Context: an optimization exercise on an open-source flow, tuned for small area. The choices shown serve that exercise and are no tape-out recipe.
Where RTL was checked, it was by simulation tests only, not by an equivalence proof against the original.
For run 7, only the layout was checked, not whether the RTL still works.
Power is estimated from default activity; no workload was simulated.

$ cat config.mk
export PLATFORM = sky130hd
export DESIGN_NAME = air_defense_top
export DESIGN_NICKNAME = air_defense_top
export VERILOG_FILES = /design/flow/design.v
export SDC_FILE = /design/flow/constraint.sdc
export NUM_CORES = 4
export LEC_CHECK = 0
export CAP_MARGIN = 20
export CORE_MARGIN = 2
export CORE_UTILIZATION = 70
export SLEW_MARGIN = 20
$ cat design.v
`timescale 1ns / 1ps
module air_defense_top (
    input  wire         clk,
    input  wire         reset_n,
    input  wire [47:0]  data_in,
    input  wire         data_in_valid,
    output wire         in_ready,
    output wire [15:0]  x_curr,
    output wire [15:0]  y_curr,
    output wire [15:0]  z_curr,
    output wire [15:0]  x_pred,
    output wire [15:0]  y_pred,
    output wire [15:0]  z_pred,
    output wire         track_valid,
    input  wire         track_ready,
    output wire         target_moving,
    output wire         lock_active,
    output wire         fire_pulse
);
    reg         p_valid, p_pass;
    reg  [3:0]  pd_x, pd_y, pd_z;       
    reg         c_valid;
    reg  [3:0]  cd_x, cd_y, cd_z;       
    reg         a_valid;
    reg  [15:0] a_x, a_y, a_z;          
    reg  [2:0]  lock_cnt;               
    reg  [2:0]  st;                     
    reg  [15:0] tmo;
    reg         t_valid;
    reg  [15:0] t_x, t_y, t_z;          
    reg  [15:0] v_x, v_y, v_z;          
    reg  [15:0] q_x, q_y, q_z;          
    reg         win;                    
    reg         mv;                     
    reg         armed, fire;
    wire la = st[2];
    function [2:0] add2(input [1:0] a, input [1:0] b, input ci);
        integer i;
        reg c;
        begin
            c = ci;
            for (i = 0; i < 2; i = i + 1) begin
                add2[i] = a[i] ^ b[i] ^ c;
                c = (a[i] & b[i]) | (c & (a[i] ^ b[i]));
            end
            add2[2] = c;
        end
    endfunction
    function [14:0] add14(input [13:0] a, input [13:0] b, input ci);
        integer i;
        reg c;
        begin
            c = ci;
            for (i = 0; i < 14; i = i + 1) begin
                add14[i] = a[i] ^ b[i] ^ c;
                c = (a[i] & b[i]) | (c & (a[i] ^ b[i]));
            end
            add14[14] = c;
        end
    endfunction
    function [4:0] add4(input [3:0] a, input [3:0] b, input ci);
        integer i;
        reg c;
        begin
            c = ci;
            for (i = 0; i < 4; i = i + 1) begin
                add4[i] = a[i] ^ b[i] ^ c;
                c = (a[i] & b[i]) | (c & (a[i] ^ b[i]));
            end
            add4[4] = c;
        end
    endfunction
    function [5:0] add5(input [4:0] a, input [4:0] b, input ci);
        integer i;
        reg c;
        begin
            c = ci;
            for (i = 0; i < 5; i = i + 1) begin
                add5[i] = a[i] ^ b[i] ^ c;
                c = (a[i] & b[i]) | (c & (a[i] ^ b[i]));
            end
            add5[5] = c;
        end
    endfunction
    function [8:0] add8(input [7:0] a, input [7:0] b, input ci);
        integer i;
        reg c;
        begin
            c = ci;
            for (i = 0; i < 8; i = i + 1) begin
                add8[i] = a[i] ^ b[i] ^ c;
                c = (a[i] & b[i]) | (c & (a[i] ^ b[i]));
            end
            add8[8] = c;
        end
    endfunction
    function [12:0] add12(input [11:0] a, input [11:0] b, input ci);
        integer i;
        reg c;
        begin
            c = ci;
            for (i = 0; i < 12; i = i + 1) begin
                add12[i] = a[i] ^ b[i] ^ c;
                c = (a[i] & b[i]) | (c & (a[i] ^ b[i]));
            end
            add12[12] = c;
        end
    endfunction
    function [4:0] pcheck(input [15:0] g, input [15:0] a, input [4:0] cm);
        reg [8:0] lo, hi;
        reg       hz, ho, fz, fo;
        reg [5:0] r;
        begin
            lo = add8(g[7:0],  ~a[7:0],  1'b1);    
            hi = add8(g[15:8], ~a[15:8], 1'b1);    
            hz = lo[8] ? (hi[8] & (hi[7:0] == 8'h00))
                       : (hi[8] & (hi[7:0] == 8'h01));
            ho = lo[8] ? (~hi[8] & (hi[7:0] == 8'hff))
                       : (hi[8] & (hi[7:0] == 8'h00));
            fz = hz & (lo[7:4] == 4'h0);
            fo = ho & (lo[7:4] == 4'hf);
            r  = add5(lo[4:0], ~cm, 1'b1);         
            r[5] = lo[4] ^ ~cm[4] ^ r[5];
            pcheck[4]   = (fz | fo) &
                          (((r[5:3] == 3'b000) & (r[2:0] <= 3'd4)) |
                           ((r[5:3] == 3'b111) & (r[2:0] >= 3'd4)));
            pcheck[3:0] = r[3:0];
        end
    endfunction
    wire [15:0] b_x = data_in[47:32];
    wire [15:0] b_y = data_in[31:16];
    wire [15:0] b_z = data_in[15:0];
    wire [15:0] g_x = b_x ^ (b_x >> 1);
    wire [15:0] g_y = b_y ^ (b_y >> 1);
    wire [15:0] g_z = b_z ^ (b_z >> 1);
    wire [4:0] cm_x = c_valid ? {cd_x[3], cd_x} : 5'd0;
    wire [4:0] cm_y = c_valid ? {cd_y[3], cd_y} : 5'd0;
    wire [4:0] cm_z = c_valid ? {cd_z[3], cd_z} : 5'd0;
    wire [4:0] pc_x = pcheck(g_x, a_x, cm_x);
    wire [4:0] pc_y = pcheck(g_y, a_y, cm_y);
    wire [4:0] pc_z = pcheck(g_z, a_z, cm_z);
    wire pass_now = pc_x[4] & pc_y[4] & pc_z[4];
    wire p_take = data_in_valid & ~p_valid;
    wire c_take = p_valid & ~c_valid;
    wire a_take = c_valid & ~a_valid;
    wire t_take = a_valid & ~t_valid & la;
    wire a_drop = a_valid & (~t_valid | ~la);
    assign in_ready = ~p_valid;
    wire near3 = (cd_x[2:0] != 3'b100) & (cd_y[2:0] != 3'b100) & (cd_z[2:0] != 3'b100);
    function [16:0] dcalc(input [15:0] a, input [15:0] t, input [3:0] cd);
        reg [12:0] lo;
        reg [4:0]  hv, hi, r;
        reg        hz, ho, sm;
        begin
            lo = add12(a[11:0],  ~t[11:0],  1'b1);
            hv = add4(a[15:12], ~t[15:12], lo[12]);
            hi = add4(a[15:12], ~t[15:12], 1'b1);      
            hz = lo[12] ? (hi[4] & (hi[3:0] == 4'h0))
                        : (hi[4] & (hi[3:0] == 4'h1));
            ho = lo[12] ? (~hi[4] & (hi[3:0] == 4'hf))
                        : (hi[4] & (hi[3:0] == 4'h0));
            sm = (hz & (lo[11:3] == 9'h000)) | (ho & (lo[11:3] == 9'h1ff));
            r  = add4(lo[3:0], cd, 1'b0);
            r[4] = lo[3] ^ cd[3] ^ r[4];                
            dcalc[16]   = ~(sm & ((r == 5'd0) | (r == 5'd1) | (r == 5'h1f)));
            dcalc[15:0] = {hv[3:0], lo[11:0]};
        end
    endfunction
    wire [16:0] dc_x = dcalc(a_x, t_x, cd_x);
    wire [16:0] dc_y = dcalc(a_y, t_y, cd_y);
    wire [16:0] dc_z = dcalc(a_z, t_z, cd_z);
    wire mv_next = dc_x[16] | dc_y[16] | dc_z[16];
    wire [15:0] ad_x = a_valid ? v_x : {{12{cd_x[3]}}, cd_x};
    wire [15:0] ad_y = a_valid ? v_y : {{12{cd_y[3]}}, cd_y};
    wire [15:0] ad_z = a_valid ? v_z : {{12{cd_z[3]}}, cd_z};
    function [15:0] sadd(input [15:0] a, input [15:0] b);
        reg [14:0] lo;
        reg [2:0]  h0, h1;
        begin
            lo = add14(a[13:0], b[13:0], 1'b0);
            h0 = add2(a[15:14], b[15:14], 1'b0);
            h1 = add2(a[15:14], b[15:14], 1'b1);
            sadd = {lo[14] ? h1[1:0] : h0[1:0], lo[13:0]};
        end
    endfunction
    wire [15:0] s_x = sadd(a_x, ad_x);
    wire [15:0] s_y = sadd(a_y, ad_y);
    wire [15:0] s_z = sadd(a_z, ad_z);
    function winf(input [15:0] a, input [15:0] v);
        reg c2;
        begin
            c2 = (a[1] & v[1]) | ((a[1] | v[1]) & a[0] & v[0]);
            winf = ((v[15:2] == 14'd0) & ~((a[15:2] == 14'h3fff) & c2)) |
                   ((v[15:2] == 14'h3fff) & (v[1:0] != 2'd0) & ((a[15:2] != 14'd0) | c2));
        end
    endfunction
    wire win_next = winf(a_x, v_x) & winf(a_y, v_y) & winf(a_z, v_z);
    wire found   = lock_cnt[2];
    wire locked  = (st == 3'b011) | (st == 3'b100);
    wire timeout = (tmo == 16'h290f);
    wire [15:0] tmo_step = {tmo[14:0], ~(tmo[15] ^ tmo[14] ^ tmo[12] ^ tmo[3])};
    reg [2:0] st_n;
    always @(*) begin
        case (st)
            3'b000:  st_n = found ? 3'b001 : 3'b000;
            3'b001:  st_n = found ? 3'b010 : 3'b000;
            3'b010:  st_n = found ? 3'b011 : 3'b000;
            3'b011:  st_n = 3'b100;
            3'b100:  st_n = timeout ? 3'b101 : 3'b100;
            default: st_n = 3'b000;
        endcase
    end
    wire fire_now = la & win & mv & ~armed;
    always @(posedge clk or negedge reset_n) begin
        if (!reset_n) begin
            p_valid  <= 1'b0;
            p_pass   <= 1'b0;
            pd_x     <= 4'd0;
            pd_y     <= 4'd0;
            pd_z     <= 4'd0;
            c_valid  <= 1'b0;
            cd_x     <= 4'd0;
            cd_y     <= 4'd0;
            cd_z     <= 4'd0;
            a_valid  <= 1'b0;
            a_x      <= 16'd0;
            a_y      <= 16'd0;
            a_z      <= 16'd0;
            lock_cnt <= 3'd0;
            st       <= 3'd0;
            tmo      <= 16'd0;
            t_valid  <= 1'b0;
            t_x      <= 16'd0;
            t_y      <= 16'd0;
            t_z      <= 16'd0;
            v_x      <= 16'd0;
            v_y      <= 16'd0;
            v_z      <= 16'd0;
            q_x      <= 16'd0;
            q_y      <= 16'd0;
            q_z      <= 16'd0;
            win      <= 1'b1;
            mv       <= 1'b0;
            armed    <= 1'b0;
            fire     <= 1'b0;
        end else begin
            if (p_take) begin
                p_valid <= 1'b1;
                p_pass  <= pass_now;
                pd_x    <= pc_x[3:0];
                pd_y    <= pc_y[3:0];
                pd_z    <= pc_z[3:0];
            end else if (c_take) begin
                p_valid <= 1'b0;
            end
            if (c_take) begin
                if (p_pass) begin
                    c_valid <= 1'b1;
                    cd_x    <= pd_x;
                    cd_y    <= pd_y;
                    cd_z    <= pd_z;
                end
            end else if (a_take) begin
                c_valid <= 1'b0;
            end
            if (a_take) begin
                a_valid <= 1'b1;
                a_x     <= s_x;
                a_y     <= s_y;
                a_z     <= s_z;
                if (near3) begin
                    if (!lock_cnt[2]) lock_cnt <= lock_cnt + 3'd1;
                end else begin
                    lock_cnt <= 3'd0;
                end
            end else if (a_drop) begin
                a_valid <= 1'b0;
            end
            st  <= st_n;
            tmo <= (locked & ~a_valid) ? tmo_step : 16'd0;
            if (t_take) begin
                t_valid <= 1'b1;
                t_x     <= a_x;
                t_y     <= a_y;
                t_z     <= a_z;
                v_x     <= dc_x[15:0];
                v_y     <= dc_y[15:0];
                v_z     <= dc_z[15:0];
                q_x     <= s_x;
                q_y     <= s_y;
                q_z     <= s_z;
                win     <= win_next;
            end else if (t_valid && track_ready) begin
                t_valid <= 1'b0;
            end
            if (a_take)
                mv <= mv_next;
            else if (t_take)
                mv <= 1'b0;
            fire  <= fire_now;
            armed <= fire_now | (armed & win);
        end
    end
    assign target_moving = mv;
    assign lock_active   = la;
    assign track_valid   = t_valid;
    assign fire_pulse    = fire;
    assign x_curr = t_x;
    assign y_curr = t_y;
    assign z_curr = t_z;
    assign x_pred = q_x;
    assign y_pred = q_y;
    assign z_pred = q_z;
endmodule
$ cat standard.sh
#!/bin/bash
# synth_recipe.tcl (not shown) runs the flow's synth.tcl, then flattens the netlist and writes it again
# the make line also repeats each setting of config.mk as NAME=value (left out here)
make -C /OpenROAD-flow-scripts/flow DESIGN_CONFIG=/design/flow/config.mk WORK_HOME=/design/flow/orfs CLKGATE_MAP_FILE= SYNTH_SCRIPT=/design/flow/synth_recipe.tcl "${@:-finish}"
$ cat constraint.sdc
create_clock -name core_clock -period 6.5 [get_ports {clk}]
set_input_delay 1.3000 -clock core_clock [delete_from_list [all_inputs] [get_ports {clk}]]
set_output_delay 1.3000 -clock core_clock [all_outputs]
set_load 0.01 [all_outputs]
$ cat flow/run.sh
#!/bin/bash
# Standard layout (the standard.sh) with smaller port buffers, a clock
# tree without dummy loads.
set -euo pipefail
export BUFFER_PORTS_ARGS="-buffer_cell sky130_fd_sc_hd__buf_1"
export CTS_ARGS="-sink_clustering_enable -repair_clock_nets -dont_use_dummy_load -sink_clustering_size 16 -sink_clustering_max_diameter 45 -buf_list {sky130_fd_sc_hd__clkbuf_8}"

bash standard.sh > standard.log 2>&1
==> summary.md, run 1 <==
| Metric | Value |
|---|---|
| Synth Area in XOR/XNOR | `3.650%` |
| First-pass GRT wire length | `55,550 um` |
| Share of layout cells above drive strength 1 | `10.55%` |
| FF+latch area | `0.006183 sq mm` |
| Setup crit end kind | `register` |
| Syn Area/Cell | `10.66 sq um` |
| PD cells | `163.8 mW/mm^2` |
| TNS Setup | `0 ns` |
| Min-delay src | `tmo[7]$_DFF_PN0_` |
| Post-Syn Instances | `1,418` |
| Synth top area cells | `dfrtp_1, fa_1, nand2_1` |
| Yosys reg bits | `247` |
| Initial antenna violation count | `0` |
| CTS Sinks | `247` |
| Number of global-route vias before repair | `11,060` |
| Initial Util | `71.69%` |
| DRT iter0 DRCs | `702` |
| Synth Area in Adders | `23.16%` |
| Top-area cell type share of the netlist area | `40.72%` |
| Reg clk slew, reported paths | `0.07 ns` |
| P_int | `2.079 mW` |
| Setup CP Type | `register to register` |
| # setup viols final | `0` |
| Post-synth top area cell | `dfrtp_1` |
| Wl on met1 | `14,440 um` |
| Syn nets | `1,658` |
| Peak Freq | `159.1 MHz` |
| Complex-gate fraction of the synthesized area | `7.433%` |
| RSZ-0062 raised after global routing | `false` |
| Startpoint Class | `register` |
| WHS Path Cells | `1` |
| EDFF count, synth | `0` |
| Clock skew | `0.04180 ns` |
| Synthesized cell area | `0.01512 sq mm` |
| Fin. max-slew vios | `0` |
| DR top layer | `met4` |
| H-tree levels | `2` |
| Largest family of logic cells by synthesized area | `adder cells` |
| Met3 Routed Length | `1856 um` |
| Detailed Place HPWL | `25,230 um` |
| Via count | `10,740` |
| Max IR drop VDD | `0.0001509 V` |
| DRT antenna net count | `0` |
| Area delta synth->final | `9.816%` |
| Synth warn | `1` |
| Hold Path Class | `register to register` |
| Die height | `151.0 um` |
| Layout Cells excl Fill | `1,849` |
| Post-CTS Hold Buffers | `0` |
| Pin slew with the least headroom to its limit | `0.9924 ns` |
| Comb pwr share | `5.9%` |
| Overall Global Routing Usage | `31.50%` |
| Status | `finished clean` |
| GRT overflow | `0` |
| Largest net degree at the start of global routing | `165` |
| R2r worst-path depth | `20` |
| Final WL | `33,810 um` |
| Switching power of the nets | `640.2 uW` |
| Synth cell types | `54` |
| Number of filler cells placed in the layout | `1,486` |
| Leak | `7.664 nW` |
| Total Nets Final | `1,816` |
| Sequential share of power | `57.3%` |
| Worst r2r dst | `q_y[14]$_DFFE_PN0P_` |
| Period utilization | `96.69%` |
| Worst reg2reg path startpoint | `a_valid$_DFFE_PN0P_` |
| Clock root cell | `clkbuf_8` |
| Sequential fraction of the synthesis area | `40.90%` |
| Sw Ratio | `23.55%` |
| Num CTS Buffers | `34` |
| Die Width | `151.0 um` |
| WP data required | `6.88 ns` |
| Crit path arrival time | `6.66 ns` |
| Clk latency of the worst-skew pair | `0.53 ns` |
| DIE AREA | `0.02279 sq mm` |
| Metal2 WL | `16,990 um` |
| CTS tree | `built` |
| CP max FO | `6` |
| Fin crit period | `6.285 ns` |
| Mux cell area share after synthesis | `5.653%` |
| Slew Limit Headroom | `33.84%` |
| Top FF cell, synth | `dfrtp_1` |
| Routed len/inst | `18.29 um` |
| Clock buffer depth | `3` |
| Max-Cap Viols | `0` |
| Reg2Reg Setup Slack | `0.22 ns` |
| Drt via density | `5.807` |
| IO Count | `153` |
| Placed insts | `1,814` |
| Fraction of registers with async set/reset | `100.0%` |
| Row cnt | `53` |
| Area of the multi-input gates | `0.008255 sq mm` |
| First-pass iteration count of the detailed router | `6` |
| Number of diodes | `0` |
| Final hold vios | `0` |
| Core Area | `0.02109 sq mm` |
| Worst Hold Endpoint | `tmo[8]$_DFF_PN0_` |
| Drt drc | `0` |
| PortBufs | `152` |
| Clock Power Share | `36.8%` |
| Simple-gate share of the synthesized area | `14.02%` |
| Final Wtd Congestion | `0.8808` |
[routing by layer]
metal | global-route usage (%) | vias to the layer above
met5 | 0 | -
met4 | 7.009 | 0
met3 | 5.060 | 42
met2 | 52.82 | 303
met1 | 44.27 | 5410
li1 | - | 4983
[how the worst max path moves through the flow]
stage	startpoint	to	slack [ns]	depth (start not counted)
CTS	a_valid$_DFFE_PN0P_	q_x[15]$_DFFE_PN0P_	0.02	21
floorplan	a_valid$_DFFE_PN0P_	q_x[15]$_DFFE_PN0P_	0.008	23
finish	a_valid$_DFFE_PN0P_	q_y[14]$_DFFE_PN0P_	0.22	20
detailed placement	a_valid$_DFFE_PN0P_	q_y[15]$_DFFE_PN0P_	-0.16	20
global placement	a_valid$_DFFE_PN0P_	q_y[15]$_DFFE_PN0P_	-0.002	20
global route	a_valid$_DFFE_PN0P_	q_y[15]$_DFFE_PN0P_	0.01	20
[worst max-delay path, cell delays in order (launching register included)]
cell and delay [ns]:
dfrtp_2 0.46, mux2_2 0.36, ha_1 0.20, fa_2 0.34
fa_2 0.35, fa_1 0.38, fa_1 0.38, fa_1 0.39
fa_1 0.39, fa_2 0.35, fa_1 0.38, fa_1 0.39
fa_2 0.35, fa_1 0.36, inv_1 0.07, fa_1 0.16
inv_1 0.06, fa_2 0.36, buf_4 0.16, xnor2_2 0.15
o21ai_0 0.09
[cell usage after synthesis, types with 9 or more instances]
library cell	count
nor4_1	32
a21oi_1	17
ha_1	35
buf_2	15
nand4_1	33
clkbuf_1	31
mux2_2	75
nand2b_1	9
o21ai_0	155
fa_1	153
dfrtp_1	246
inv_1	152
xor2_1	18
nand2_1	251
xnor2_1	45
nor2_1	28
and2_1	21
[power groups by stage]
| stage | combinational (mW) | clock [mW] | sequential (mW) |
|---|---|---|---|
| finish | 0.161 | 1.00 | 1.56 |
| CTS | 0.163 | 1.02 | 1.56 |
| global placement | 0.158 | 0 | 1.59 |
| global route | 0.185 | 1.08 | 1.56 |
| detailed placement | 0.162 | 0 | 1.59 |
| floorplan | 0.0871 | 0 | 1.58 |
[logic make-up (layout without fill, tap and decap cells)]
group | after synthesis | in the layout
compound gates | 205 | 205
fa+ha+maj | 188 | 188
buf+inv | 204 | 360
flops | 247 | 247
mux | 76 | 76
xor+xnor | 63 | 63
simple gates | 435 | 435
[placed cells by master (no fill, tap or decap), types with 5 or more instances in the layout]
| cell | netlist | layout |
|---|---|---|
| o21ai_1 | 2 | 6 |
| nor4_1 | 32 | 32 |
| dfrtp_1 | 246 | 245 |
| clkbuf_8 | 0 | 34 |
| nand2b_1 | 9 | 9 |
| nand2_1 | 251 | 251 |
| and2_1 | 21 | 21 |
| a31oi_1 | 5 | 5 |
| xor2_1 | 18 | 18 |
| a21oi_1 | 17 | 17 |
| nand4_1 | 33 | 33 |
| buf_4 | 0 | 18 |
| nand4b_1 | 8 | 8 |
| fa_1 | 153 | 134 |
| inv_1 | 152 | 152 |
| nor4b_1 | 5 | 5 |
| xnor2_1 | 45 | 41 |
| nor2_1 | 28 | 28 |
| nor3_1 | 6 | 6 |
| fa_2 | 0 | 19 |
| nand3_1 | 8 | 7 |
| o21ai_0 | 155 | 149 |
| ha_1 | 35 | 35 |
| mux2_2 | 75 | 75 |
| buf_1 | 6 | 151 |
[metrics by stage]
stage / util, % / setup WS [ns] / instance area (sq um) / hold slack, ns / power, mW
5_1_grt: 78.72 / 0.01272 / 16600 / 0.4996 / 2.825
4_1_cts: 78.33 / 0.01819 / 16520 / 0.4825 / 2.743
3_3_place_gp: 75.95 / -0.002473 / 16020 / 0.4542 / 1.743
6_report: 78.72 / 0.2151 / 16600 / 0.4788 / 2.719
2_1_floorplan: - / 0.008056 / 15130 / 0.4435 / 1.671
3_5_place_dp: 75.95 / -0.1630 / 16020 / 0.4675 / 1.748
[layout make-up]
type	count	area share [%]
timing repair buffer	174	4.696
inverter	152	3.437
tap	275	2.073
sequential	247	37.25
multi-input combinational	967	49.73
clock buffer	34	2.819
[repair_timing]
| action | 4_1_cts | 5_1_grt |
|---|---|---|
| gates resized for setup | 14 | 16 |
| cloned | 0 | 0 |
| pin swaps | 2 | 3 |
| setup buffers | 0 | 0 |
| setup endpoints to repair | 10 | 12 |
==> run 2: changes to the inputs <==
--- a/config.mk
+++ b/config.mk
@@ -8,4 +8,5 @@
 export CAP_MARGIN = 20
 export CORE_MARGIN = 2
-export CORE_UTILIZATION = 70
+export CORE_UTILIZATION = 88
+export PLACE_DENSITY = 0.92
 export SLEW_MARGIN = 20
==> summary.md, run 2 <==
| Metric | Value |
|---|---|
| Status | `did not finish` |
| Failed at | `5_1_grt` |
| Error message | `[ERROR GRT-0116] Global routing finished with congestion. Check the congestion regions in the DRC Viewer.` |
| Synth warn | `1 (unchanged)` |
| Largest net degree at the start of global routing | `178` |
| Post-CTS setup buffer count | `0 (unchanged)` |
| Synth top area cells | `dfrtp_1, fa_1, nand2_1` |
| Post-synth top area cell | `dfrtp_1` |
| Pre-CTS setup slack | `-0.3111 ns (-0.1481 ns)` |
| Clock buffer depth | `3 (unchanged)` |
| Post-Syn Instances | `1,418 (unchanged)` |
| PortBufs | `152 (unchanged)` |
| Top FF cell, synth | `dfrtp_1` |
| EDFF count, synth | `0 (unchanged)` |
| Most frequent cell after synthesis | `nand2_1` |
| Initial Util | `90.52% (+19 points)` |
| Number of global-route vias before repair | `17,750` |
| IO Count | `153 (unchanged)` |
| Final Wtd Congestion | `0.9030 (+2.5%)` |
| First-pass GRT wire length | `111,800 um` |
| Die Width | `135.1 um (-11%)` |
| Synth cell types | `54 (unchanged)` |
| Num CTS Buffers | `28 (-18%)` |
| Synthesized cell area | `0.01512 sq mm (unchanged)` |
| GRT overflow | `190` |
| Row cnt | `47 (-11%)` |
| Top-area cell type share of the netlist area | `40.72% (unchanged)` |
| Overall Global Routing Usage | `84.26%` |
| Yosys reg bits | `247 (unchanged)` |
| Top post-synthesis cells by count | `nand2_1, dfrtp_1, o21ai_0, fa_1, inv_1` |
| H-tree levels | `1 (-1)` |
| Clock root cell | `clkbuf_8` |
| Syn nets | `1,658 (unchanged)` |
| Sequential fraction of the synthesis area | `40.90% (unchanged)` |
| Post-CTS Hold Buffers | `0 (unchanged)` |
| Fraction of registers with async set/reset | `100.0% (unchanged)` |
| Die height | `135.1 um (-11%)` |
| Area of placed instances | `0.01593 sq mm (-0.54%)` |
| Syn Area/Cell | `10.66 sq um (unchanged)` |
| CTS Sinks | `247 (unchanged)` |
| Detailed Place HPWL | `33,700 um (+34%)` |
run 2: cell counts after synthesis:
No cell type changed its count.
run 2: layer usage:
metal  track usage (%)  GRT overflow
met5             16.39             0
met4             94.62            94
met3             68.84             4
met2             99.01            91
met1             82.93             1
run 2: worst max path at each step:
| stage | from | to | slack [ns] | cells past startpoint |
|---|---|---|---|---|
| after floorplan | a_valid$_DFFE_PN0P_ | q_x[15]$_DFFE_PN0P_ | 0.008 | 23 |
| after global placement | a_valid$_DFFE_PN0P_ | q_y[15]$_DFFE_PN0P_ | 0.03 | 20 |
| after detailed placement | a_valid$_DFFE_PN0P_ | q_y[15]$_DFFE_PN0P_ | -0.31 | 20 |
| after CTS | a_valid$_DFFE_PN0P_ | a_z[15]$_DFFE_PN0P_ | 0.02 | 20 |
run 2: logic make-up after synthesis:
family	count (synthesis)	synth area share, %
simple gates	435	14.02
flops	247	40.90
mux	76	5.653
xor+xnor	63	3.650
buf+inv	204	5.190
compound gates	205	7.433
fa+ha+maj	188	23.16
run 2: metrics by stage:
stage	TNS (ns)	cells
after floorplan	0	1418
after global placement	0	1755
after detailed placement	-1.950	1755
after CTS	0	1783
run 2: power by group through the flow:
stage,logic (mW),registers [mW],clock network (mW)
after detailed placement,0.174,1.59,0
after floorplan,0.0871,1.58,0
after global placement,0.155,1.59,0
after CTS,0.185,1.56,0.908
run 2: what timing repair did:
action | 4_1_cts
pin swaps | 4
gates resized for setup | 30
hold endpoints to repair | 0
endpoints found under the setup margin | 18
==> run 3: changes to the inputs <==
--- a/config.mk
+++ b/config.mk
@@ -8,5 +8,5 @@
 export CAP_MARGIN = 20
 export CORE_MARGIN = 2
-export CORE_UTILIZATION = 88
-export PLACE_DENSITY = 0.92
+export CORE_UTILIZATION = 80
+export PLACE_DENSITY = 0.85
 export SLEW_MARGIN = 20
==> summary.md, run 3 <==
| Metric | Value |
|---|---|
| Status | `finished clean` |
| Die height | `141.5 um (+4.7%)` |
| Initial antenna violation count | `0` |
| Clock skew | `0.04960 ns` |
| CP top delay family | `adder cells` |
| DRT antenna net count | `0` |
| Most common cell after layout, fill and taps aside | `nand2_1` |
| Max-Cap Viols | `0` |
| Drt via density | `6.283` |
| Total Nets Final | `1,802` |
| R2r worst-path depth | `20` |
| First-pass GRT wire length | `57,720 um` |
| Commonest cells after routing, fill and taps aside | `nand2_1, dfrtp_1, inv_1` |
| Initial Util | `81.09% (-9.4 points)` |
| EDFF count, synth | `0 (unchanged)` |
| Die Width | `141.5 um (+4.7%)` |
| DRT iter0 DRCs | `999` |
| Num CTS Buffers | `28 (unchanged)` |
| Fraction of registers with async set/reset | `100.0% (unchanged)` |
| WHS Path Cells | `1` |
| Area delta synth->final | `8.484%` |
| Clock buffer depth | `3 (unchanged)` |
| Post-Syn Instances | `1,418 (unchanged)` |
| Clock root cell | `clkbuf_8` |
| Core Area | `0.01864 sq mm` |
| Via count | `11,270` |
| Hold Path Class | `register to register` |
| WP data required | `6.92 ns` |
| Post-CTS setup buffer count | `0 (unchanged)` |
| Syn nets | `1,658 (unchanged)` |
| Yosys reg bits | `247 (unchanged)` |
| Layout Cells excl Fill | `1,794` |
| Fin. max-slew vios | `0` |
| CTS Sinks | `247 (unchanged)` |
| Most frequent cell after synthesis | `nand2_1` |
| Final hold vios | `0` |
| Setup crit end kind | `register` |
| CP most frequent cell | `fa_2` |
| Final WL | `35,660 um` |
| IO Count | `153 (unchanged)` |
| # setup viols final | `0` |
| Reg clk slew, reported paths | `0.10 ns` |
| Sequential fraction of the synthesis area | `40.90% (unchanged)` |
| Number of diodes | `0` |
| Fin crit period | `6.310 ns` |
| PD cells | `160.2 mW/mm^2` |
| Startpoint Class | `register` |
| Share of layout cells above drive strength 1 | `9.936%` |
| Worst path max stage delay | `0.45 ns` |
| Synth warn | `1 (unchanged)` |
| Top-area cell type share of the netlist area | `40.72% (unchanged)` |
| Buf/Inv on CP | `3` |
| Top post-synthesis cells by count | `nand2_1, dfrtp_1, o21ai_0, fa_1, inv_1` |
| Crit-path cells | `mux2_2 -> ha_1 -> fa_1 -> fa_1 -> fa_2 -> fa_2 -> fa_1 -> fa_1 -> fa_2 -> fa_2 -> fa_2 -> fa_2 -> fa_1 -> inv_1 -> fa_1 -> inv_1 -> fa_2 -> buf_4 -> xnor2_2 -> o21ai_0` |
| First-pass iteration count of the detailed router | `5` |
| Critical-path top delay cell | `dfrtp_2` |
| Placed insts | `1,766 (+0.63%)` |
| Row cnt | `50 (+6.4%)` |
| Number of global-route vias before repair | `11,610` |
| Clk latency of the worst-skew pair | `0.59 ns` |
| Pin slew with the least headroom to its limit | `0.8656 ns` |
| Top FF cell, synth | `dfrtp_1` |
| Synth cell types | `54 (unchanged)` |
| PortBufs | `152 (unchanged)` |
| Overall Global Routing Usage | `36.89%` |
| Critical Path Stages | `20` |
| Peak Freq | `158.5 MHz` |
| Crit path arrival time | `6.73 ns` |
| Detailed Place HPWL | `26,330 um (-22%)` |
| DIE AREA | `0.02001 sq mm` |
| Post-synth top area cell | `dfrtp_1` |
| Syn Area/Cell | `10.66 sq um (unchanged)` |
| Synth top area cells | `dfrtp_1, fa_1, nand2_1` |
| Post-CTS Hold Buffers | `0 (unchanged)` |
| Final Wtd Congestion | `0.8666 (-4.0%)` |
| Number of filler cells placed in the layout | `965` |
| Pre-CTS setup slack | `-0.1409 ns (+0.1703 ns)` |
| CTS tree | `built` |
| Setup CP Type | `register to register` |
| Synthesized cell area | `0.01512 sq mm (unchanged)` |
| Leak | `7.570 nW` |
| H-tree levels | `1 (unchanged)` |
| Largest net degree at the start of global routing | `213` |
| Max IR drop VDD | `0.0001520 V` |
| Drt drc | `0` |
| Slew Limit Headroom | `42.29%` |
| Routed len/inst | `19.88 um` |
| Period utilization | `97.08%` |
| CP max FO | `6` |
| GRT overflow | `0` |
| Final Worst Setup Slack | `0.1896 ns` |
run 3: cell counts after synthesis:
No cell type changed its count.
run 3: report_power, final:
group / leakage, nW / internal [mW] / switching (mW)
sequential: 3.42 / 1.55 / 0.00812
combinational: 3.95 / 0.0643 / 0.103
clock: 0.201 / 0.381 / 0.522
run 3: what timing repair did:
action | 4_1_cts | 5_1_grt
pin swaps | 2 | 6
endpoints found under the setup margin | 10 | 13
resized for setup | 12 | 20
run 3: kinds of logic after synthesis:
family | after synthesis | share of synthesized area, %
mux | 76 | 5.653
compound gates | 205 | 7.433
simple gates | 435 | 14.02
buf+inv | 204 | 5.190
flops | 247 | 40.90
fa+ha+maj | 188 | 23.16
xor+xnor | 63 | 3.650
run 3: layout make-up:
type | instances | area, sq um | area share [%]
timing repair buffer | 166 | 704.4 | 4.295
tap | 234 | 292.8 | 1.785
multi-input combinational | 967 | 8263 | 50.39
inverter | 152 | 570.5 | 3.479
sequential | 247 | 6183 | 37.70
clock buffer | 28 | 385.4 | 2.350
run 3: metal layers:
metal	track usage, %	share of wire, %	wire length (um)	vias to the layer above
met4	12.16	3.3	1190	0
met5	0	0	0	-
met2	64.08	52	18380	506
li1	-	-	-	4942
met3	4.826	6.2	2200	117
met1	49.25	39	13890	5706
run 3: path summary, 6_finish.rpt:
| check | slack (ns) | startpoint | to |
|---|---|---|---|
| max in group asynchronous | 4.47 | reset_n | t_y[9]$_DFFE_PN0P_ |
| worst max register to register | 0.19 | a_valid$_DFFE_PN0P_ | a_y[14]$_DFFE_PN0P_ |
| worst min-delay path | 0.48 | armed$_DFF_PN0_ | armed$_DFF_PN0_ |
| worst min register to register | 0.48 | armed$_DFF_PN0_ | armed$_DFF_PN0_ |
| min in group asynchronous | 0.85 | reset_n | st[2]$_DFF_PN0_ |
| worst max-delay path | 0.19 | a_valid$_DFFE_PN0P_ | a_y[14]$_DFFE_PN0P_ |
run 3: through the flow:
step | TNS (ns) | power [mW] | hold slack (ns) | area, sq um | utilization, %
floorplan | 0 | 1.671 | 0.4435 | 15130 | -
global placement | 0 | 1.743 | 0.4545 | 15920 | 85.42
finish | 0 | 2.627 | 0.4808 | 16400 | 87.97
global route | -0.008086 | 2.708 | 0.5021 | 16400 | 87.97
detailed placement | -1.003 | 1.753 | 0.4619 | 15920 | 85.42
CTS | 0 | 2.633 | 0.4829 | 16340 | 87.67
==> run 4: changes to the inputs <==
==> flow/run.sh (replaced) <==
#!/bin/bash
# Standard layout (the standard.sh) with smaller port buffers, a clock
# tree without dummy loads.
set -euo pipefail
export BUFFER_PORTS_ARGS="-buffer_cell sky130_fd_sc_hd__buf_1"
export CTS_ARGS="-sink_clustering_enable -repair_clock_nets -dont_use_dummy_load -sink_clustering_size 32 -sink_clustering_max_diameter 60 -buf_list {sky130_fd_sc_hd__clkbuf_16}"

bash standard.sh > standard.log 2>&1
==> summary.md, run 4 <==
| Metric | Value |
|---|---|
| Most used routing layer | `met2` |
| Final Worst Setup Slack | `0.1892 ns (-0.0004380 ns)` |
| CTS tree | `built` |
| Slew Limit Headroom | `39.95% (-2.3 points)` |
| First-pass iteration count of the detailed router | `9 (+4)` |
| Drt drc | `0 (unchanged)` |
| Share of layout cells above drive strength 1 | `9.361% (-0.58 points)` |
| Setup crit end kind | `register` |
| PortBufs | `152 (unchanged)` |
| GRT met2 Usage | `64.10% (about the same)` |
| Fin crit period | `6.311 ns (+0.0004380 ns)` |
| PD cells | `164.8 mW/mm^2 (+2.9%)` |
| DRT iter0 DRCs | `960 (-3.9%)` |
| EDFF count, synth | `0 (unchanged)` |
| Post-CTS Hold Buffers | `0 (unchanged)` |
| Synthesized cell area | `0.01512 sq mm (unchanged)` |
| Worst path max stage delay | `0.47 ns (+0.02 ns)` |
| # setup viols final | `0 (unchanged)` |
| Die Width | `141.5 um (unchanged)` |
| Yosys reg bits | `247 (unchanged)` |
| Final Wtd Congestion | `0.8666 (unchanged)` |
| TNS Setup | `0 ns (unchanged)` |
| Fraction of registers with async set/reset | `100.0% (unchanged)` |
| DIE AREA | `0.02001 sq mm (unchanged)` |
| Post-Syn Instances | `1,418 (unchanged)` |
| Clock buffer depth | `3 (unchanged)` |
| Synth top area cells | `dfrtp_1, fa_1, nand2_1` |
| Placed insts | `1,766 (unchanged)` |
| Startpoint Class | `register` |
| Row cnt | `50 (unchanged)` |
| Hold Path Class | `register to register` |
| R2r worst-path depth | `20 (unchanged)` |
| Reg2Reg Setup Slack | `0.19 ns (about the same)` |
| Pre-CTS setup slack | `-0.1409 ns (unchanged)` |
| CP most frequent cell | `fa_2` |
| Num CTS Buffers | `17 (-39%)` |
| Initial antenna violation count | `0 (unchanged)` |
| Met1 Usage GRT | `50.94% (+1.7 points)` |
| Largest net degree at the start of global routing | `213 (unchanged)` |
| Top FF cell, synth | `dfrtp_1` |
| Top post-synthesis cells by count | `nand2_1, dfrtp_1, o21ai_0, fa_1, inv_1` |
| Peak Freq | `158.5 MHz (about the same)` |
| Hold WS | `0.4784 ns (-0.002408 ns)` |
| WHS Path Cells | `1 (unchanged)` |
| First-pass GRT wire length | `59,060 um (+2.3%)` |
| Most frequent cell after synthesis | `nand2_1` |
| Synth cell types | `54 (unchanged)` |
| Setup CP Type | `register to register` |
| Max-Cap Viols | `0 (unchanged)` |
| Detailed Place HPWL | `26,330 um (unchanged)` |
| Die height | `141.5 um (unchanged)` |
| Fin util | `88.16% (+0.19 points)` |
| Post-route cell area | `0.01644 sq mm (+0.22%)` |
| Syn nets | `1,658 (unchanged)` |
| GRT overflow | `0 (unchanged)` |
| Drt via density | `6.292 (+0.14%)` |
| Initial Util | `81.09% (unchanged)` |
| Final WL | `36,170 um (+1.4%)` |
| Syn Area/Cell | `10.66 sq um (unchanged)` |
| Most common cell after layout, fill and taps aside | `nand2_1` |
| H-tree levels | `1 (unchanged)` |
| Number of diodes | `0 (unchanged)` |
| Clk latency of the worst-skew pair | `0.51 ns (-0.08 ns)` |
| Worst r2r dst | `a_z[15]$_DFFE_PN0P_` |
| Clock skew | `0.03189 ns (-0.01771 ns)` |
| CTS Sinks | `247 (unchanged)` |
| Area delta synth->final | `8.724%` |
| Leak | `7.569 nW (about the same)` |
| Fin. max-slew vios | `0 (unchanged)` |
| Core Area | `0.01864 sq mm (unchanged)` |
| Layout Cells excl Fill | `1,783 (-0.61%)` |
| Post-synth top area cell | `dfrtp_1` |
| Crit path arrival time | `6.69 ns (-0.04 ns)` |
| Routed len/inst | `20.29 um (+2.1%)` |
| Critical-path top delay cell | `dfrtp_2` |
| Total Nets Final | `1,791 (-0.61%)` |
| Top-area cell type share of the netlist area | `40.72% (unchanged)` |
| Area of placed instances | `0.01592 sq mm (unchanged)` |
| DRT antenna net count | `0 (unchanged)` |
| WP data required | `6.88 ns (-0.04 ns)` |
| CP max FO | `6 (unchanged)` |
| Pin slew with the least headroom to its limit | `0.9008 ns (+0.03512 ns)` |
| Clock root cell | `clkbuf_16` |
| Worst Hold Endpoint | `armed$_DFF_PN0_` |
| Commonest cells after routing, fill and taps aside | `nand2_1, dfrtp_1, inv_1` |
| Period utilization | `97.09% (about the same)` |
| Overall Global Routing Usage | `37.89% (+1.0 points)` |
| Number of global-route vias before repair | `11,780 (+1.4%)` |
| Sequential fraction of the synthesis area | `40.90% (unchanged)` |
| Final hold vios | `0 (unchanged)` |
| Max IR drop VDD | `0.0001889 V (+24%)` |
| Min-delay src | `armed$_DFF_PN0_` |
| Worst reg2reg path startpoint | `a_valid$_DFFE_PN0P_` |
| Synth warn | `1 (unchanged)` |
| Status | `finished clean` |
| Via count | `11,220 (-0.47%)` |
| Reg clk slew, reported paths | `0.10 ns (about the same)` |
| Total power | `2.709 mW (+3.1%)` |
| IO Count | `153 (unchanged)` |
| Crit-path cells | `mux2_2 -> ha_1 -> fa_2 -> fa_2 -> fa_2 -> fa_2 -> fa_2 -> fa_2 -> fa_2 -> fa_2 -> fa_1 -> fa_1 -> fa_1 -> inv_1 -> fa_1 -> inv_1 -> fa_1 -> mux2i_1 -> xnor2_1 -> o21ai_0` |
| Routing usage on met3 | `5.467% (+0.64 points)` |
run 4: cell counts after synthesis:
No cell type changed its count.
run 4: how the worst max path moves through the flow:
stage | start | endpoint | slack, ns | cells after the start
2_1_floorplan | a_valid$_DFFE_PN0P_ | q_x[15]$_DFFE_PN0P_ | 0.008 | 23
3_3_place_gp | a_valid$_DFFE_PN0P_ | q_z[15]$_DFFE_PN0P_ | 0.007 | 20
3_5_place_dp | a_valid$_DFFE_PN0P_ | q_y[15]$_DFFE_PN0P_ | -0.14 | 20
4_1_cts | a_valid$_DFFE_PN0P_ | a_y[15]$_DFFE_PN0P_ | 0.02 | 21
5_1_grt | a_valid$_DFFE_PN0P_ | q_y[15]$_DFFE_PN0P_ | -0.002 | 21
6_report | a_valid$_DFFE_PN0P_ | a_z[15]$_DFFE_PN0P_ | 0.19 | 20
run 4: layout make-up:
class                   count  area (sq um)
clock buffers              17         425.4
fillers                   938          2207
inverters                 152         570.5
multi-input cells         967          8259
flip-flops and latches    247          6183
well taps                 234         292.8
repair buffers            166         704.4
run 4: repair_timing:
action                                  in CTS  in global routing
buffers inserted                             1                  0
resized for setup                           13                 18
pin swaps                                    3                  6
endpoints found under the setup margin      12                 15
run 4: layer usage:
| layer | share of wire, % | routed length, um |
|---|---|---|
| met2 | 51 | 18540 |
| met1 | 38 | 13860 |
| met5 | 0 | 0 |
| met4 | 3.8 | 1357 |
| met3 | 6.7 | 2412 |
run 4: kinds of logic (layout without fill, tap and decap cells):
kind of cell	count (synthesis)	count (layout)	synth area share, %
flops	247	247	40.90
simple gates	435	435	14.02
mux	76	76	5.653
compound gates	205	205	7.433
xor+xnor	63	63	3.650
fa+ha+maj	188	188	23.16
buf+inv	204	335	5.190
run 4: report_power, final:
group	leakage [nW]	switching, mW	internal [mW]
logic	3.94	0.103	0.0644
clock network	0.209	0.519	0.466
registers	3.42	0.00791	1.55
run 4: critical path, delay by kind of cell, from the launching register on:
family	cells	cell delay, ns
AO/OA/AOI/OAI	1	0.12
XOR/XNOR	1	0.17
adder cells (fa/ha/maj)	14	4.70
buffers and inverters	2	0.13
flip-flops	1	0.47
multiplexers	2	0.57
==> run 5: changes to the inputs <==
==> flow/run.sh (replaced) <==
#!/bin/bash
# Standard layout (the standard.sh) with smaller port buffers, a clock
# tree without dummy loads.
set -euo pipefail
export BUFFER_PORTS_ARGS="-buffer_cell sky130_fd_sc_hd__buf_1"
export CTS_ARGS="-sink_clustering_enable -repair_clock_nets -dont_use_dummy_load -sink_clustering_size 20 -sink_clustering_max_diameter 55 -buf_list {sky130_fd_sc_hd__clkbuf_8}"

bash standard.sh > standard.log 2>&1
==> summary.md, run 5 <==
| Metric | Value |
|---|---|
| PD cells | `153.0 mW/mm^2 (-7.2%)` |
| Period utilization | `97.11% (about the same)` |
| Yosys reg bits | `247 (unchanged)` |
| CTS Sinks | `247 (unchanged)` |
| Synth top area cells | `dfrtp_1, fa_1, nand2_1` |
| Reg clk slew, reported paths | `0.11 ns (about the same)` |
| EDFF count, synth | `0 (unchanged)` |
| Switching power of the nets | `597.9 uW (-5.0%)` |
| Post-CTS Hold Buffers | `0 (unchanged)` |
| Top FF cell, synth | `dfrtp_1` |
| Most common cell after layout, fill and taps aside | `nand2_1` |
| Hold Path Class | `register to register` |
| Pin slew with the least headroom to its limit | `0.8989 ns (-0.001844 ns)` |
| Clock Power Share | `30.7% (-5.7 points)` |
| Critical-path top delay cell | `dfrtp_2` |
| Clock skew | `0.04583 ns (+0.01394 ns)` |
| Sw Ratio | `24.02% (+0.78 points)` |
| Wl on met1 | `13,990 um (+0.90%)` |
| Fin. max-slew vios | `0 (unchanged)` |
| Number of diodes | `0 (unchanged)` |
| Initial antenna violation count | `0 (unchanged)` |
| Max IR drop VDD | `0.0001892 V (+0.16%)` |
| Number of global-route vias before repair | `11,620 (-1.3%)` |
| Num CTS Buffers | `20 (+3)` |
| Most frequent cell after synthesis | `nand2_1` |
| # setup viols final | `0 (unchanged)` |
| Syn Area/Cell | `10.66 sq um (unchanged)` |
| DRT antenna net count | `0 (unchanged)` |
| Status | `finished clean` |
| Max-Cap Viols | `0 (unchanged)` |
| Via count | `11,060 (-1.4%)` |
| WP data required | `6.92 ns (+0.04 ns)` |
| Total Nets Final | `1,795 (+0.22%)` |
| Final Worst Setup Slack | `0.1877 ns (-0.001503 ns)` |
| CP max FO | `6 (unchanged)` |
| Peak Freq | `158.4 MHz (about the same)` |
| DIE AREA | `0.02001 sq mm (unchanged)` |
| Die height | `141.5 um (unchanged)` |
| Top-area cell type share of the netlist area | `40.72% (unchanged)` |
| Row cnt | `50 (unchanged)` |
| Setup CP Type | `register to register` |
| PortBufs | `152 (unchanged)` |
| Metal2 WL | `18,030 um (-2.7%)` |
| Met3 Routed Length | `1995 um (-17%)` |
| Fraction of registers with async set/reset | `100.0% (unchanged)` |
| First-pass iteration count of the detailed router | `7 (-2)` |
| Synth cell types | `54 (unchanged)` |
| Sequential fraction of the synthesis area | `40.90% (unchanged)` |
| Worst path max stage delay | `0.45 ns (-0.02 ns)` |
| Post-Syn Instances | `1,418 (unchanged)` |
| Post-synth top area cell | `dfrtp_1` |
| Overall Global Routing Usage | `36.59% (-1.3 points)` |
| Largest net degree at the start of global routing | `213 (unchanged)` |
| First-pass GRT wire length | `57,500 um (-2.6%)` |
| Die Width | `141.5 um (unchanged)` |
| Sequential share of power | `62.6% (+5.1 points)` |
| IO Count | `153 (unchanged)` |
| Area delta synth->final | `7.656%` |
| Final hold vios | `0 (unchanged)` |
| DR top layer | `met4` |
| Drt via density | `6.191 (-1.6%)` |
| Initial Util | `81.09% (unchanged)` |
| Synthesized cell area | `0.01512 sq mm (unchanged)` |
| Routed len/inst | `19.71 um (-2.8%)` |
| Detailed Place HPWL | `26,330 um (unchanged)` |
| DRT iter0 DRCs | `906 (-5.6%)` |
| Slew Limit Headroom | `40.07% (+0.12 points)` |
| Clock buffer depth | `3 (unchanged)` |
| Clk latency of the worst-skew pair | `0.55 ns (+0.04 ns)` |
| P_int | `1.891 mW (-9.1%)` |
| Commonest cells after routing, fill and taps aside | `nand2_1, dfrtp_1, inv_1` |
| Comb pwr share | `6.7% (+0.5 points)` |
| GRT overflow | `0 (unchanged)` |
| Top post-synthesis cells by count | `nand2_1, dfrtp_1, o21ai_0, fa_1, inv_1` |
| Startpoint Class | `register` |
| Pre-CTS setup slack | `-0.1409 ns (unchanged)` |
| Final Wtd Congestion | `0.8666 (unchanged)` |
| Clock root cell | `clkbuf_8` |
| CP most frequent cell | `fa_1` |
| Drt drc | `0 (unchanged)` |
| Total power | `2.489 mW (-8.1%)` |
| CTS tree | `built` |
| Number of filler cells placed in the layout | `1,004 (+7.0%)` |
| Crit path arrival time | `6.73 ns (+0.04 ns)` |
| Leak | `7.506 nW (-0.83%)` |
| Share of layout cells above drive strength 1 | `9.272% (-0.089 points)` |
| Final WL | `35,220 um (-2.6%)` |
| Fin crit period | `6.312 ns (+0.001503 ns)` |
| Core Area | `0.01864 sq mm (unchanged)` |
| Synth warn | `1 (unchanged)` |
| Crit-path cells | `mux2_2 -> ha_1 -> fa_1 -> fa_1 -> fa_2 -> fa_2 -> fa_1 -> fa_1 -> fa_1 -> fa_1 -> fa_2 -> fa_2 -> fa_1 -> inv_1 -> fa_1 -> inv_1 -> fa_2 -> nand2_1 -> o21ai_1 -> xnor2_1 -> o21ai_1` |
| H-tree levels | `1 (unchanged)` |
| Setup crit end kind | `register` |
| Syn nets | `1,658 (unchanged)` |
## run 5: cell counts after synthesis
Identical to the previous run, type by type.
## run 5: logic make-up (layout without fill, tap and decap cells)
family                   count (synthesis)  count (layout)  synth area share (%)
AND/OR/NAND/NOR                        435             435                 14.02
flip-flops                             247             247                 40.90
AO/OA/AOI/OAI                          205             205                 7.433
buffers and inverters                  204             339                 5.190
adder cells (fa/ha/maj)                188             188                 23.16
multiplexers                            76              76                 5.653
XOR/XNOR                                63              63                 3.650
## run 5: layout make-up
| type | instances | area [sq um] | share of cell area, % |
|---|---|---|---|
| Sequential cell | 247 | 6183 | 37.99 |
| Multi-Input combinational cell | 967 | 8240 | 50.63 |
| Clock buffer | 20 | 275.3 | 1.691 |
| Inverter | 152 | 570.5 | 3.506 |
| Timing Repair Buffer | 167 | 711.9 | 4.375 |
| Tap cell | 234 | 292.8 | 1.799 |
## run 5: worst paths after layout
kind,end,slack [ns],cells after the start,from
worst max-delay path,q_y[15]$_DFFE_PN0P_,0.19,21,a_valid$_DFFE_PN0P_
worst min-delay path,armed$_DFF_PN0_,0.48,1,armed$_DFF_PN0_
worst max register to register,q_y[15]$_DFFE_PN0P_,0.19,21,a_valid$_DFFE_PN0P_
worst min register to register,armed$_DFF_PN0_,0.48,1,armed$_DFF_PN0_
max in group asynchronous,t_y[8]$_DFFE_PN0P_,4.46,2,reset_n
min in group asynchronous,st[2]$_DFF_PN0_,0.86,1,reset_n
## run 5: layer usage
metal,vias up,global-route usage (%)
met3,91,5.164
met2,427,62.54
met5,-,0
li1,4926,-
met1,5620,49.46
met4,0,12.32
## run 5: critical path, delay by kind of cell (launching register included)
family / cells / cell delay [ns]
adders and majority gates: 14 / 4.82
DFF: 1 / 0.45
muxes: 1 / 0.36
xor gates and xnor gates: 1 / 0.21
AOI/OAI and AO/OA: 2 / 0.15
buffers and inverters: 2 / 0.14
and+or+nand+nor: 1 / 0.08
## run 5: power by group through the flow
| stage | Clock, mW | Combinational [mW] | Sequential, mW |
|---|---|---|---|
| after global routing | 0.819 | 0.189 | 1.56 |
| after floorplan | 0 | 0.0871 | 1.58 |
| after detailed placement | 0 | 0.166 | 1.59 |
| after global placement | 0 | 0.157 | 1.59 |
| after CTS | 0.778 | 0.169 | 1.56 |
| final | 0.764 | 0.168 | 1.56 |
## run 5: what timing repair did
item	in CTS	in global routing
pin swaps	2	5
setup buffers	1	0
resized for setup	8	22
cloned	0	0
setup endpoints to repair	8	14
## run 5: stage by stage
| stage | utilization, % | setup TNS (ns) | hold WS [ns] | std cells | area [sq um] |
|---|---|---|---|---|---|
| finish | 87.30 | 0 | 0.4836 | 1787 | 16270 |
| global route | 87.30 | -0.01177 | 0.5073 | 1787 | 16270 |
| CTS | 87.05 | 0 | 0.4857 | 1787 | 16230 |
| detailed placement | 85.42 | -1.003 | 0.4619 | 1766 | 15920 |
| global placement | 85.42 | 0 | 0.4545 | 1766 | 15920 |
| floorplan | - | 0 | 0.4435 | 1418 | 15130 |
==> run 6: changes to the inputs <==
==> flow/run.sh (replaced) <==
#!/bin/bash
# Standard layout (the standard.sh) with:
#  - an area-recovering ABC script for the synthesis's logic mapping (the
#    flow's scripts are copied and only abc_speed.script is replaced; the
#    flip-flops, mapped before ABC, are untouched),
#  - one-site port buffers (buf_1),
#  - a clock tree of clkbuf_8 without dummy loads.
set -euo pipefail
cp -r "$FLOW_HOME/scripts" ./scripts
cp flow/abc_area_recover.script ./scripts/abc_speed.script
export SCRIPTS_DIR="$PWD/scripts"
export BUFFER_PORTS_ARGS="-buffer_cell sky130_fd_sc_hd__buf_1"
export CTS_ARGS="-sink_clustering_enable -repair_clock_nets -dont_use_dummy_load -sink_clustering_size 16 -sink_clustering_max_diameter 45 -buf_list {sky130_fd_sc_hd__clkbuf_8}"
bash standard.sh > standard.log 2>&1
==> flow/abc_area_recover.script (new file) <==
&get -n
&st
&syn2
&dch
&nf -R 20
&put
==> summary.md, run 6 <==
| Metric | Value |
|---|---|
| Status | `finished clean` |
| Post-synth top area cell | `dfrtp_1` |
| Post-Syn Instances | `1,383 (-2.5%)` |
| Placed insts | `1,774 (+0.45%)` |
| Final WL | `35,980 um (+2.1%)` |
| Clock buffer depth | `3 (unchanged)` |
| Number of global-route vias before repair | `12,060 (+3.8%)` |
| # setup viols final | `0 (unchanged)` |
| Startpoint Class | `register` |
| DIE AREA | `0.01964 sq mm (-1.9%)` |
| RSZ-0062 raised after global routing | `false` |
| Detailed Place HPWL | `26,190 um (-0.54%)` |
| Pre-CTS setup slack | `0.03698 ns (+0.1778 ns)` |
| Total power | `2.615 mW (+5.1%)` |
| Drt drc | `0 (unchanged)` |
| Area of placed instances | `0.01591 sq mm (about the same)` |
| Fraction of registers with async set/reset | `100.0% (unchanged)` |
| Gates resized, CTS repair | `0 (-8)` |
| Setup crit end kind | `register` |
| Slew Limit Headroom | `28.59% (-11 points)` |
| Post-CTS setup buffer count | `0 (-1)` |
| Initial antenna violation count | `0 (unchanged)` |
| Most common cell after layout, fill and taps aside | `nand2_1` |
| Largest net degree at the start of global routing | `125 (-41%)` |
| Final hold vios | `0 (unchanged)` |
| Total Nets Final | `1,815 (+1.1%)` |
| Post-route cell area | `0.01632 sq mm (+0.25%)` |
| Share of layout cells above drive strength 1 | `5.594% (-3.7 points)` |
| CP max FO | `6 (unchanged)` |
| GRT overflow | `0 (unchanged)` |
| Critical-path top delay cell | `dfrtp_4` |
| Die Width | `140.2 um (-0.93%)` |
| Max-Cap Viols | `0 (unchanged)` |
| Setup CP Type | `register to register` |
| Routed len/inst | `19.97 um (+1.3%)` |
| WP data required | `6.95 ns (+0.03 ns)` |
| CTS Sinks | `247 (unchanged)` |
| Num CTS Buffers | `27 (+35%)` |
| Top-area cell type share of the netlist area | `41.51% (+0.79 points)` |
| Layout Cells excl Fill | `1,802 (+0.84%)` |
| Number of diodes | `0 (unchanged)` |
| DRT antenna net count | `0 (unchanged)` |
| Fin crit period | `6.343 ns (+0.03065 ns)` |
| Final Wtd Congestion | `0.9124 (+5.3%)` |
| TNS Setup | `0 ns (unchanged)` |
| Synth top area cells | `dfrtp_1, fa_1, nand2_1` |
| WHS Path Cells | `1 (unchanged)` |
| Top FF cell, synth | `dfrtp_1` |
| Sequential fraction of the synthesis area | `41.69% (+0.79 points)` |
| Max IR drop VDD | `0.0001768 V (-6.5%)` |
| Syn Area/Cell | `10.72 sq um (+0.58%)` |
| CP most frequent cell | `fa_2` |
| Overall Global Routing Usage | `38.62% (+2.0 points)` |
| PortBufs | `152 (unchanged)` |
| Yosys reg bits | `247 (unchanged)` |
| Fin. max-slew vios | `0 (unchanged)` |
| First-pass GRT wire length | `59,930 um (+4.2%)` |
| Synth cell types | `42 (-22%)` |
| Area delta synth->final | `10.02%` |
| Worst path max stage delay | `0.54 ns (+0.09 ns)` |
| Synth warn | `1 (unchanged)` |
| Synthesized cell area | `0.01483 sq mm (-1.9%)` |
| CTS tree | `built` |
| Top post-synthesis cells by count | `nand2_1, dfrtp_1, clkinv_1, fa_1, o21ai_0` |
| DRT iter0 DRCs | `952 (+5.1%)` |
| H-tree levels | `1 (unchanged)` |
| Syn nets | `1,623 (-2.1%)` |
| First-pass iteration count of the detailed router | `22 (+15)` |
| EDFF count, synth | `0 (unchanged)` |
| Drt via density | `6.340 (+2.4%)` |
| Hold Path Class | `register to register` |
| Core Area | `0.01809 sq mm (-3.0%)` |
| Leak | `7.273 nW (-3.1%)` |
| Clock skew | `0.06251 ns (+0.01668 ns)` |
| Die height | `140.2 um (-0.93%)` |
| Period utilization | `97.58% (+0.47 points)` |
| Pin slew with the least headroom to its limit | `1.071 ns (+0.1723 ns)` |
| R2r worst-path depth | `21 (unchanged)` |
| Post-CTS Hold Buffers | `0 (unchanged)` |
| Initial Util | `81.99% (+0.91 points)` |
| Commonest cells after routing, fill and taps aside | `nand2_1, dfrtp_1, clkinv_1` |
| Reg clk slew, reported paths | `0.09 ns (-0.02 ns)` |
| Final Worst Setup Slack | `0.1570 ns (-0.03065 ns)` |
| Clock root cell | `clkbuf_8` |
| Row cnt | `49 (-2.0%)` |
| Most frequent cell after synthesis | `nand2_1` |
| IO Count | `153 (unchanged)` |
| Crit path arrival time | `6.79 ns (+0.06 ns)` |
| PD cells | `160.3 mW/mm^2 (+4.8%)` |
| Clk latency of the worst-skew pair | `0.61 ns (+0.06 ns)` |
| Crit-path cells | `mux2_4 -> ha_1 -> fa_2 -> fa_2 -> fa_2 -> fa_2 -> fa_2 -> fa_2 -> fa_2 -> fa_2 -> fa_2 -> fa_2 -> fa_1 -> clkinv_1 -> fa_1 -> clkinv_2 -> fa_2 -> a21oi_1 -> xnor2_1 -> xnor2_1 -> o21ai_0` |
| Via count | `11,420 (+3.3%)` |
| Peak Freq | `157.7 MHz (-0.48%)` |
-- run 6: per-stage QoR --
| step | utilization (%) | hold slack, ns |
|---|---|---|
| after floorplan | - | 0.4422 |
| after global placement | 87.96 | 0.4511 |
| after detailed placement | 87.96 | 0.4619 |
| after CTS | 90.02 | 0.4804 |
| after global routing | 90.21 | 0.5036 |
| final | 90.21 | 0.4774 |
-- run 6: area by class of cell --
| cell class | count | area, sq um |
|---|---|---|
| fillers | 793 | 1770 |
| inverters | 156 | 588.1 |
| flip-flops and latches | 247 | 6186 |
| multi-input cells | 980 | 8194 |
| well taps | 229 | 286.5 |
| repair buffers | 163 | 689.4 |
| clock buffers | 27 | 371.6 |
-- run 6: final timing paths --
kind / end / slack, ns / from
setup reg to reg: q_x[15]$_DFFE_PN0P_ / 0.16 / a_valid$_DFFE_PN0P_
hold / removal: pd_x[3]$_DFFE_PN0P_ / 0.48 / pd_x[3]$_DFFE_PN0P_
setup / recovery: q_x[15]$_DFFE_PN0P_ / 0.16 / a_valid$_DFFE_PN0P_
min in group asynchronous: t_x[15]$_DFFE_PN0P_ / 0.74 / reset_n
max in group asynchronous: win$_DFFE_PN1P_ / 4.59 / reset_n
hold reg to reg: pd_x[3]$_DFFE_PN0P_ / 0.48 / pd_x[3]$_DFFE_PN0P_
-- run 6: report_power, final --
| part | switching [mW] | internal, mW |
|---|---|---|
| logic | 0.106 | 0.0650 |
| clock network | 0.519 | 0.367 |
| registers | 0.00723 | 1.55 |
-- run 6: cells by family (layout without fill, tap and decap cells) --
kind of cell	after synthesis	count (layout)	share of synthesized area (%)
AOI/OAI and AO/OA	215	215	7.838
muxes	69	69	5.240
adders and majority gates	188	188	23.61
and+or+nand+nor	445	445	13.96
buffers and inverters	156	346	3.949
DFF	247	247	41.69
xor gates and xnor gates	63	63	3.721
-- run 6: metal layers --
metal / vias up / track usage, % / share of wire (%)
met5: - / 0 / 0
met4: 0 / 15.95 / 4.5
met3: 161 / 5.709 / 8.0
met2: 634 / 64.55 / 50
met1: 5650 / 52.02 / 37
li1: 4979 / - / -
-- run 6: critical path, delay by kind of cell (launching register included) --
family	cells	cell delay (ns)
fa+ha+maj	14	4.64
flops	1	0.54
buf+inv	2	0.13
mux	1	0.32
xor+xnor	2	0.33
compound gates	2	0.28
==> run 7: changes to the inputs <==
--- a/design.v
+++ b/design.v
@@ -174,5 +174,5 @@
     wire [15:0] ad_y = a_valid ? v_y : {{12{cd_y[3]}}, cd_y};
     wire [15:0] ad_z = a_valid ? v_z : {{12{cd_z[3]}}, cd_z};
-    function [15:0] sadd(input [15:0] a, input [15:0] b);
+    function [16:0] sadd(input [15:0] a, input [15:0] b);
         reg [14:0] lo;
         reg [2:0]  h0, h1;
@@ -181,19 +181,15 @@
             h0 = add2(a[15:14], b[15:14], 1'b0);
             h1 = add2(a[15:14], b[15:14], 1'b1);
-            sadd = {lo[14] ? h1[1:0] : h0[1:0], lo[13:0]};
+            sadd = {lo[14] ? h1 : h0, lo[13:0]};
         end
     endfunction
-    wire [15:0] s_x = sadd(a_x, ad_x);
-    wire [15:0] s_y = sadd(a_y, ad_y);
-    wire [15:0] s_z = sadd(a_z, ad_z);
-    function winf(input [15:0] a, input [15:0] v);
-        reg c2;
-        begin
-            c2 = (a[1] & v[1]) | ((a[1] | v[1]) & a[0] & v[0]);
-            winf = ((v[15:2] == 14'd0) & ~((a[15:2] == 14'h3fff) & c2)) |
-                   ((v[15:2] == 14'h3fff) & (v[1:0] != 2'd0) & ((a[15:2] != 14'd0) | c2));
-        end
+    wire [16:0] s_x = sadd(a_x, ad_x);
+    wire [16:0] s_y = sadd(a_y, ad_y);
+    wire [16:0] s_z = sadd(a_z, ad_z);
+    function winf(input [15:0] v, input c);
+        winf = ((v[15:2] == 14'd0) & ~c) |
+               ((v[15:2] == 14'h3fff) & (v[1:0] != 2'd0) & c);
     endfunction
-    wire win_next = winf(a_x, v_x) & winf(a_y, v_y) & winf(a_z, v_z);
+    wire win_next = winf(v_x, s_x[16]) & winf(v_y, s_y[16]) & winf(v_z, s_z[16]);
     wire found   = lock_cnt[2];
     wire locked  = (st == 3'b011) | (st == 3'b100);
@@ -266,7 +262,7 @@
             if (a_take) begin
                 a_valid <= 1'b1;
-                a_x     <= s_x;
-                a_y     <= s_y;
-                a_z     <= s_z;
+                a_x     <= s_x[15:0];
+                a_y     <= s_y[15:0];
+                a_z     <= s_z[15:0];
                 if (near3) begin
                     if (!lock_cnt[2]) lock_cnt <= lock_cnt + 3'd1;
@@ -287,7 +283,7 @@
                 v_y     <= dc_y[15:0];
                 v_z     <= dc_z[15:0];
-                q_x     <= s_x;
-                q_y     <= s_y;
-                q_z     <= s_z;
+                q_x     <= s_x[15:0];
+                q_y     <= s_y[15:0];
+                q_z     <= s_z[15:0];
                 win     <= win_next;
             end else if (t_valid && track_ready) begin
==> summary.md, run 7 <==
| Metric | Value |
|---|---|
| Status | `failed layout checks` |
| Failed Checks | `setup timing` |
| Pin slew with the least headroom to its limit | `1.028 ns (-0.04366 ns)` |
| CP most frequent cell | `fa_2` |
| Routing usage on met3 | `7.493% (+1.8 points)` |
| Clock root cell | `clkbuf_8` |
| # setup viols final | `6 (+6)` |
| Placed insts | `1,741 (-1.9%)` |
| WP data required | `6.97 ns (+0.02 ns)` |
| Die height | `139.0 um (-0.83%)` |
| PortBufs | `152 (unchanged)` |
| IO Count | `153 (unchanged)` |
| Worst path max stage delay | `0.51 ns (-0.03 ns)` |
| Leak | `7.355 nW (+1.1%)` |
| Fin. max-slew vios | `0 (unchanged)` |
| Reg clk slew, reported paths | `0.08 ns (about the same)` |
| GRT met2 Usage | `63.65% (-0.90 points)` |
| Final hold vios | `0 (unchanged)` |
| Fin util | `91.33% (+1.1 points)` |
| Setup CP Type | `register to register` |
| Top post-synthesis cells by count | `nand2_1, dfrtp_1, fa_1, o21ai_0, clkinv_1` |
| First-pass GRT wire length | `58,970 um (-1.6%)` |
| Initial Util | `81.42% (-0.57 points)` |
| Core Area | `0.01790 sq mm (-1.0%)` |
| DRT antenna net count | `0 (unchanged)` |
| Fin crit period | `6.916 ns (+0.5730 ns)` |
| Post-Syn Instances | `1,333 (-3.6%)` |
| Post-synth top area cell | `dfrtp_1` |
| Final Worst Setup Slack | `-0.4160 ns (-0.5731 ns)` |
| Synth cell types | `42 (unchanged)` |
| Top-area cell type share of the netlist area | `42.23% (+0.72 points)` |
| Max-Cap Viols | `0 (unchanged)` |
| Slew Limit Headroom | `31.50% (+2.9 points)` |
| Top FF cell, synth | `dfrtp_1` |
| Crit path arrival time | `7.39 ns (+0.60 ns)` |
| Max IR drop VDD | `0.0001753 V (-0.86%)` |
| TNS Setup | `-1.060 ns (-1.060 ns)` |
| Detailed Place HPWL | `25,070 um (-4.3%)` |
| Clock buffer depth | `3 (unchanged)` |
| Hold WS | `0.4696 ns (-0.007800 ns)` |
| Post-route cell area | `0.01635 sq mm (+0.21%)` |
| Layout Cells excl Fill | `1,774 (-1.6%)` |
| Fraction of registers with async set/reset | `100.0% (unchanged)` |
| Most frequent cell after synthesis | `nand2_1` |
| Most used routing layer | `met2` |
| Peak Freq | `144.6 MHz (-8.3%)` |
| Syn Area/Cell | `10.94 sq um (+2.0%)` |
| Crit-path cells | `buf_6 -> mux2_4 -> ha_4 -> fa_2 -> fa_2 -> fa_2 -> fa_2 -> fa_2 -> fa_2 -> fa_2 -> fa_2 -> fa_2 -> fa_2 -> fa_2 -> fa_2 -> clkinv_2 -> fa_2 -> o21ai_2 -> fa_2 -> nor3_2 -> nand4_1 -> nor2_2 -> a21oi_1 -> o41ai_2` |
| Synthesized cell area | `0.01458 sq mm (-1.7%)` |
## run 7: cell count changes after synthesis, moves of 4 or more
cell and change:
o211ai_1 -4, or4_1 -5, nand4_1 -15, mux2_1 +4, nor4_1 -7, a21oi_1 -8
nor3_1 +7, clkinv_1 -7, nor4b_1 -4, xnor2_1 -10, nor2_1 -10, nand2_1 +4
## run 7: final cells by class
| type | instances | share of cell area (%) |
|---|---|---|
| Multi-Input combinational cell | 937 | 49.32 |
| Sequential cell | 247 | 37.84 |
| Timing Repair Buffer | 180 | 5.020 |
| Inverter | 149 | 3.444 |
| Clock buffer | 31 | 2.610 |
| Tap cell | 229 | 1.753 |
| Antenna cell | 1 | 0.01531 |
## run 7: layer usage
metal / vias to the layer above / share of wire, %
li1: 4803 / -
met1: 5579 / 38
met2: 573 / 51
met3: 130 / 7.8
met4: 0 / 3.8
met5: - / 0
## run 7: power groups by stage
stage | Combinational, mW | Clock, mW | Sequential (mW)
floorplan | 0.0846 | 0 | 1.58
detailed placement | 0.164 | 0 | 1.59
global placement | 0.156 | 0 | 1.59
global route | 0.189 | 1.01 | 1.56
finish | 0.171 | 0.951 | 1.56
CTS | 0.168 | 0.953 | 1.56
## run 7: critical path: cells and delay by family, from the launching register on
kind / cells / cell delay, ns
AO/OA/AOI/OAI: 3 / 0.38
adder cells (fa/ha/maj): 15 / 4.94
buffers and inverters: 2 / 0.21
flip-flops: 1 / 0.51
multiplexers: 1 / 0.31
AND/OR/NAND/NOR: 3 / 0.45
## run 7: path summary, 6_finish.rpt
kind	start	endpoint	slack, ns	cells past startpoint
worst min-delay path	tmo[6]$_DFF_PN0_	tmo[7]$_DFF_PN0_	0.47	1
min in group asynchronous	reset_n	a_y[11]$_DFFE_PN0P_	0.86	1
worst max register to register	a_valid$_DFFE_PN0P_	win$_DFFE_PN1P_	-0.42	24
worst max-delay path	a_valid$_DFFE_PN0P_	win$_DFFE_PN1P_	-0.42	24
max in group asynchronous	reset_n	a_x[11]$_DFFE_PN0P_	4.26	2
worst min register to register	tmo[6]$_DFF_PN0_	tmo[7]$_DFF_PN0_	0.47	1
## run 7: logic make-up after synthesis
kind of cell | synth area share (%)
and+or+nand+nor | 13.13
buffers and inverters | 3.837
AOI/OAI and AO/OA | 7.305
adders and majority gates | 24.43
DFF | 42.41
muxes | 5.639
xor gates and xnor gates | 3.245
## run 7: what timing repair did
| item | in CTS | in global routing |
|---|---|---|
| endpoints found under the setup margin | 6 | 7 |
| gates resized for setup | 4 | 12 |
| pin swaps | 6 | 2 |
| hold buffers | 0 | 0 |
| buffers inserted | 0 | 1 |

what the ideal ports hide:
In the flow no input, the clock included, has a driving cell. The finished layouts below were timed again as built, in two steps. Step 1 assumes that a clkbuf_16 drives the clock port and a buf_2 every other input. Step 2 also shifts input and output timing later by t, the mid clock arrival at the registers, as if the neighbouring blocks saw the same clock. Slacks: ideal / step 1 / step 2; pairs: ideal / step 1.
run	t, ns	setup WS [ns]
run 1	0.548	0.215 / 0.215 / 0.215
run 3	0.610	0.190 / 0.190 / 0.190
run 4	0.543	0.189 / 0.189 / 0.189
run 5	0.571	0.188 / 0.188 / 0.188
run 6	0.617	0.157 / 0.157 / 0.070
run 7	0.629	-0.416 / -0.416 / -0.416
